Source: an optimization exercise on an open RTL-to-GDS flow (aim: small area). Production flows keep margins and buffers that such runs may drop.
Only simulation tests tie the RTL to the original design; equivalence was not proved.
Power is estimated from default activity; no workload was simulated.

==> v35: inputs <==
==> flow/design.v <==
`timescale 1ns / 1ps
module FloatingPointAdder(
	input wire [26 : 0] in_1,
	input wire [26 : 0] in_2,
	input wire clk_pll,
	output wire [26 : 0] out
    );
	wire s1 = in_1[26];
	wire s2 = in_2[26];
	wire [7:0] e1 = in_1[25:18];
	wire [7:0] e2 = in_2[25:18];
	wire [17:0] f1 = in_1[17:0];
	wire [17:0] f2 = in_2[17:0];
	wire [8:0] ediff = {e1[7], e1} - {e2[7], e2};
	wire elt = ediff[8];
	wire swap = elt | ((e1 == e2) & (f1 < f2));
	wire [7:0] d = elt ? (e2 - e1) : ediff[7:0];
	reg p1_sign;
	reg p1_sub;
	reg [7:0] p1_exp;
	reg [17:0] p1_big;
	reg [17:0] p1_small;
	always @(posedge clk_pll)
	begin
		p1_sign <= swap ? s2 : s1;
		p1_sub <= s1 ^ s2;
		p1_exp <= swap ? e2 : e1;
		p1_big <= swap ? f2 : f1;
		p1_small <= (swap ? f1 : f2) >> d;
	end
	wire [18:0] sum = {1'b0, p1_big} + ({19{p1_sub}} ^ {1'b0, p1_small}) + {18'd0, p1_sub};
	reg p2_sign;
	reg [7:0] p2_exp;
	reg [18:0] p2_sum;
	always @(posedge clk_pll)
	begin
		p2_sign <= p1_sign;
		p2_exp <= p1_exp;
		p2_sum <= sum;
	end
	reg [4:0] lz;
	integer i;
	always @(*)
	begin
		lz = 5'd19;
		for (i = 0; i <= 18; i = i + 1)
			if (p2_sum[i]) lz = 18 - i;
	end
	wire [18:0] nrm = p2_sum << lz;
	wire [16:0] frac = nrm[17:1];
	wire [9:0] ex = {{2{p2_exp[7]}}, p2_exp} + 10'd1 - {5'd0, lz};
	wire [7:0] exs = (ex[9] & ~&ex[8:7]) ? 8'h80 :
	                 (~ex[9] & |ex[8:7]) ? 8'h7f : ex[7:0];
	wire zero = lz[4] & lz[1] & lz[0];
	assign out = {p2_sign & ~zero, exs, 1'b1, frac};
endmodule
==> flow/flow/run.sh <==
#!/bin/bash
# Standard ORFS layout with these changes:
#  - port buffers use the smallest buffer cell (buf_1);
#  - clock tree of clkbuf_8 cells, without dummy balancing loads;
#  - adders use Yosys's default Brent-Kung carry network, not Kogge-Stone;
#  - no full/half-adder cell extraction; ABC maps all logic with the
#    area-oriented script flow/area.abc.
# Synthesis is the standard flow's own script (synth_recipe.tcl) with only the ABC call
# changed; registers are unchanged.
set -e
W=$PWD
sed 's|^  log_cmd abc {\*}\$abc_args$|  log_cmd abc -script $::env(MY_ABC_SCRIPT) {*}[lrange $abc_args 2 end]|' \
  $FLOW_HOME/scripts/synth.tcl > $W/synth_mod.tcl
grep -q MY_ABC_SCRIPT $W/synth_mod.tcl
sed "s|source \$::env(SCRIPTS_DIR)/synth.tcl|source $W/synth_mod.tcl|" synth_recipe.tcl > $W/flow_synth.tcl
grep -q synth_mod.tcl $W/flow_synth.tcl
sed "s|SYNTH_SCRIPT=[^ ]*|SYNTH_SCRIPT=$W/flow_synth.tcl|" standard.sh > $W/flow_standard.sh
grep -q flow_synth.tcl $W/flow_standard.sh
export MY_ABC_SCRIPT=$W/flow/area.abc
export BUFFER_PORTS_ARGS="-buffer_cell sky130_fd_sc_hd__buf_1"
export SYNTH_OPERATIONS_ARGS="-nofsm"
export ADDER_MAP_FILE=
export CTS_ARGS='-sink_clustering_enable -repair_clock_nets -buf_list sky130_fd_sc_hd__clkbuf_8 -dont_use_dummy_load'
bash $W/flow_standard.sh > $W/standard.log 2>&1
==> flow/flow/area.abc <==
strash
balance -l
resub -K 6 -l
rewrite -l
resub -K 6 -N 2 -l
refactor -l
resub -K 8 -l
balance -l
resub -K 8 -N 2 -l
rewrite -l
resub -K 10 -l
rewrite -z -l
resub -K 10 -N 2 -l
balance -l
resub -K 12 -l
refactor -z -l
resub -K 12 -N 2 -l
rewrite -z -l
balance -l
dch -f
amap
strash
balance -l
resub -K 6 -l
rewrite -l
resub -K 6 -N 2 -l
refactor -l
resub -K 8 -l
balance -l
resub -K 8 -N 2 -l
rewrite -l
resub -K 10 -l
rewrite -z -l
resub -K 10 -N 2 -l
balance -l
resub -K 12 -l
refactor -z -l
resub -K 12 -N 2 -l
rewrite -z -l
balance -l
dch -f
amap
strash
dch -f
amap
topo
stime -c
==> flow/standard.sh <==
#!/bin/bash
# synth_recipe.tcl (not shown) runs the flow's synth.tcl, then flattens the netlist and writes it again
# the make line also repeats each setting of config.mk as NAME=value (left out here)
make -C /OpenROAD-flow-scripts/flow DESIGN_CONFIG=/design/flow/config.mk WORK_HOME=/design/flow/orfs CLKGATE_MAP_FILE= SYNTH_SCRIPT=/design/flow/synth_recipe.tcl "${@:-finish}"
==> flow/config.mk <==
export PLATFORM = sky130hd
export DESIGN_NAME = FloatingPointAdder
export DESIGN_NICKNAME = FloatingPointAdder
export VERILOG_FILES = /design/flow/design.v
export SDC_FILE = /design/flow/constraint.sdc
export NUM_CORES = 4
export LEC_CHECK = 0
export CAP_MARGIN = 20
export CORE_MARGIN = 2
export CORE_UTILIZATION = 60
export CTS_BUF_LIST = sky130_fd_sc_hd__clkbuf_8
export SLEW_MARGIN = 20
==> flow/constraint.sdc <==
create_clock -name core_clock -period 5.5 [get_ports {clk_pll}]
set_input_delay 1.1000 -clock core_clock [delete_from_list [all_inputs] [get_ports {clk_pll}]]
set_output_delay 1.1000 -clock core_clock [all_outputs]
set_load 0.01 [all_outputs]
==> inputs of v6, as changes to v35 <==
--- a/flow/flow/run.sh
+++ b/flow/flow/run.sh
@@ -1,7 +1,7 @@
 #!/bin/bash
 # Standard ORFS layout with these changes:
 #  - port buffers use the smallest buffer cell (buf_1);
-#  - clock tree of clkbuf_8 cells, without dummy balancing loads;
+#  - clock tree of clkbuf_4 cells, without dummy balancing loads;
 #  - adders use Yosys's default Brent-Kung carry network, not Kogge-Stone;
 #  - no full/half-adder cell extraction; ABC maps all logic with the
 #    area-oriented script flow/area.abc.
@@ -20,5 +20,5 @@
 export BUFFER_PORTS_ARGS="-buffer_cell sky130_fd_sc_hd__buf_1"
 export SYNTH_OPERATIONS_ARGS="-nofsm"
 export ADDER_MAP_FILE=
-export CTS_ARGS='-sink_clustering_enable -repair_clock_nets -buf_list sky130_fd_sc_hd__clkbuf_8 -dont_use_dummy_load'
+export CTS_ARGS='-sink_clustering_enable -repair_clock_nets -buf_list sky130_fd_sc_hd__clkbuf_4 -dont_use_dummy_load'
 bash $W/flow_standard.sh > $W/standard.log 2>&1
==> flow/flow/area.abc (replaced) <==
strash
balance -l
resub -K 6 -l
rewrite -l
resub -K 6 -N 2 -l
refactor -l
resub -K 8 -l
balance -l
resub -K 8 -N 2 -l
rewrite -l
resub -K 10 -l
rewrite -z -l
resub -K 10 -N 2 -l
balance -l
resub -K 12 -l
refactor -z -l
resub -K 12 -N 2 -l
rewrite -z -l
balance -l
dch -f
amap -F 2
topo
stime -c
--- a/flow/config.mk
+++ b/flow/config.mk
@@ -7,6 +7,6 @@
 export LEC_CHECK = 0
 export CAP_MARGIN = 20
 export CORE_MARGIN = 2
-export CORE_UTILIZATION = 60
-export CTS_BUF_LIST = sky130_fd_sc_hd__clkbuf_8
+export CORE_UTILIZATION = 55
+export CTS_BUF_LIST = sky130_fd_sc_hd__clkbuf_4
 export SLEW_MARGIN = 20
==> inputs of v5, as changes to v35 <==
--- a/flow/flow/run.sh
+++ b/flow/flow/run.sh
@@ -1,7 +1,7 @@
 #!/bin/bash
 # Standard ORFS layout with these changes:
 #  - port buffers use the smallest buffer cell (buf_1);
-#  - clock tree of clkbuf_8 cells, without dummy balancing loads;
+#  - clock tree of clkbuf_4 cells, without dummy balancing loads;
 #  - adders use Yosys's default Brent-Kung carry network, not Kogge-Stone;
 #  - no full/half-adder cell extraction; ABC maps all logic with the
 #    area-oriented script flow/area.abc.
@@ -20,5 +20,5 @@
 export BUFFER_PORTS_ARGS="-buffer_cell sky130_fd_sc_hd__buf_1"
 export SYNTH_OPERATIONS_ARGS="-nofsm"
 export ADDER_MAP_FILE=
-export CTS_ARGS='-sink_clustering_enable -repair_clock_nets -buf_list sky130_fd_sc_hd__clkbuf_8 -dont_use_dummy_load'
+export CTS_ARGS='-sink_clustering_enable -repair_clock_nets -buf_list sky130_fd_sc_hd__clkbuf_4 -dont_use_dummy_load'
 bash $W/flow_standard.sh > $W/standard.log 2>&1
==> flow/flow/area.abc (replaced) <==
strash
balance -l
resub -K 6 -l
rewrite -l
resub -K 6 -N 2 -l
refactor -l
resub -K 8 -l
balance -l
resub -K 8 -N 2 -l
rewrite -l
resub -K 10 -l
rewrite -z -l
resub -K 10 -N 2 -l
balance -l
resub -K 12 -l
refactor -z -l
resub -K 12 -N 2 -l
rewrite -z -l
balance -l
dch -f
amap -F 2
topo
stime -c
--- a/flow/config.mk
+++ b/flow/config.mk
@@ -7,6 +7,6 @@
 export LEC_CHECK = 0
 export CAP_MARGIN = 20
 export CORE_MARGIN = 2
-export CORE_UTILIZATION = 60
-export CTS_BUF_LIST = sky130_fd_sc_hd__clkbuf_8
+export CORE_UTILIZATION = 65
+export CTS_BUF_LIST = sky130_fd_sc_hd__clkbuf_4
 export SLEW_MARGIN = 20
==> comparison table <==
metric	v35	v5	v6
Vias per cell	6.36	6.20	5.88
Post-Syn Area	4700 um2	4620 um2	4620 um2
Initial core utilization	61.5%	67.7%	56.6%
Minimum setup slack after placement	-0.448 ns	0.0994 ns	-0.0363 ns
Post-Syn Instances	706	684	684
GRT Total Usage	32.0%	31.5%	25.9%
Number of distinct standard cells referenced by the synthesized netlist	35	40	40
Clock network fraction of total power	12.5%	10.9%	10.8%
Multi-input logic portion of the cell area	53.1%	55.7%	55.4%
First element of the critical path	in_1[0]	p1_sub$_DFF_P_	in_2[19]
Post-detailed-route wirelength per cell	17.3 um	13.9 um	13.3 um
Switch Pwr	0.00111 W	0.000896 W	0.000877 W
Post-synthesis xor/xnor area fraction	0%	0.189%	0.189%
Worst-skew pair later-pin latency	0.35 ns	0.40 ns	0.42 ns
Area post-placement	5590 um2	5170 um2	5200 um2
Total number of vias	6093	5488	5278
Comb. pwr	0.00145 W	0.00108 W	0.00107 W
Worst reg2reg path depth	41	36	39
Status	failed layout checks	finished clean	finished clean
Layout check failures	negative setup slack	-	-
Maximum frequency from static timing analysis	168 MHz	199 MHz	198 MHz
Post-layout minimum cycle time	5.95 ns	5.01 ns	5.04 ns
Switching power share of the total	44.7%	44.2%	43.8%
Number of nets in the synthesized netlist	761	739	739

separate check: timing with driven ports:
In the flow no input, the clock included, has a driving cell. The finished layouts below were timed again as built, in two steps.
Step 1 sets driving cells, clkbuf_16 on the clock port and buf_2 on the other inputs (assumed; they add their load-dependent delay and slew).
Step 2 times the ports against the registers' clock, not the clock port: input delays grow and output delays shrink by t, the midpoint of the rising clock arrivals with the driver on.
Three values: no drivers, after step 1, after step 2; two values: the first two.
run | shift t [ns] | setup slack, ns | hold WS [ns] | worst setup path after step 2 | cell pins on the clock port's net
v35 | 0.367 | -0.447 / -0.470 / -0.838 | 0.315 / 0.315 / 0.315 | input to register | 1
v6 | 0.425 | 0.461 / 0.471 / 0.046 | 0.294 / 0.294 / 0.294 | input to register | 1
v5 | 0.411 | 0.487 / 0.487 / 0.118 | 0.297 / 0.297 / 0.297 | input to register | 1
The setup slack of v6, which loses most, moves by +0.010 ns with the drivers and by -0.415 ns with both steps.
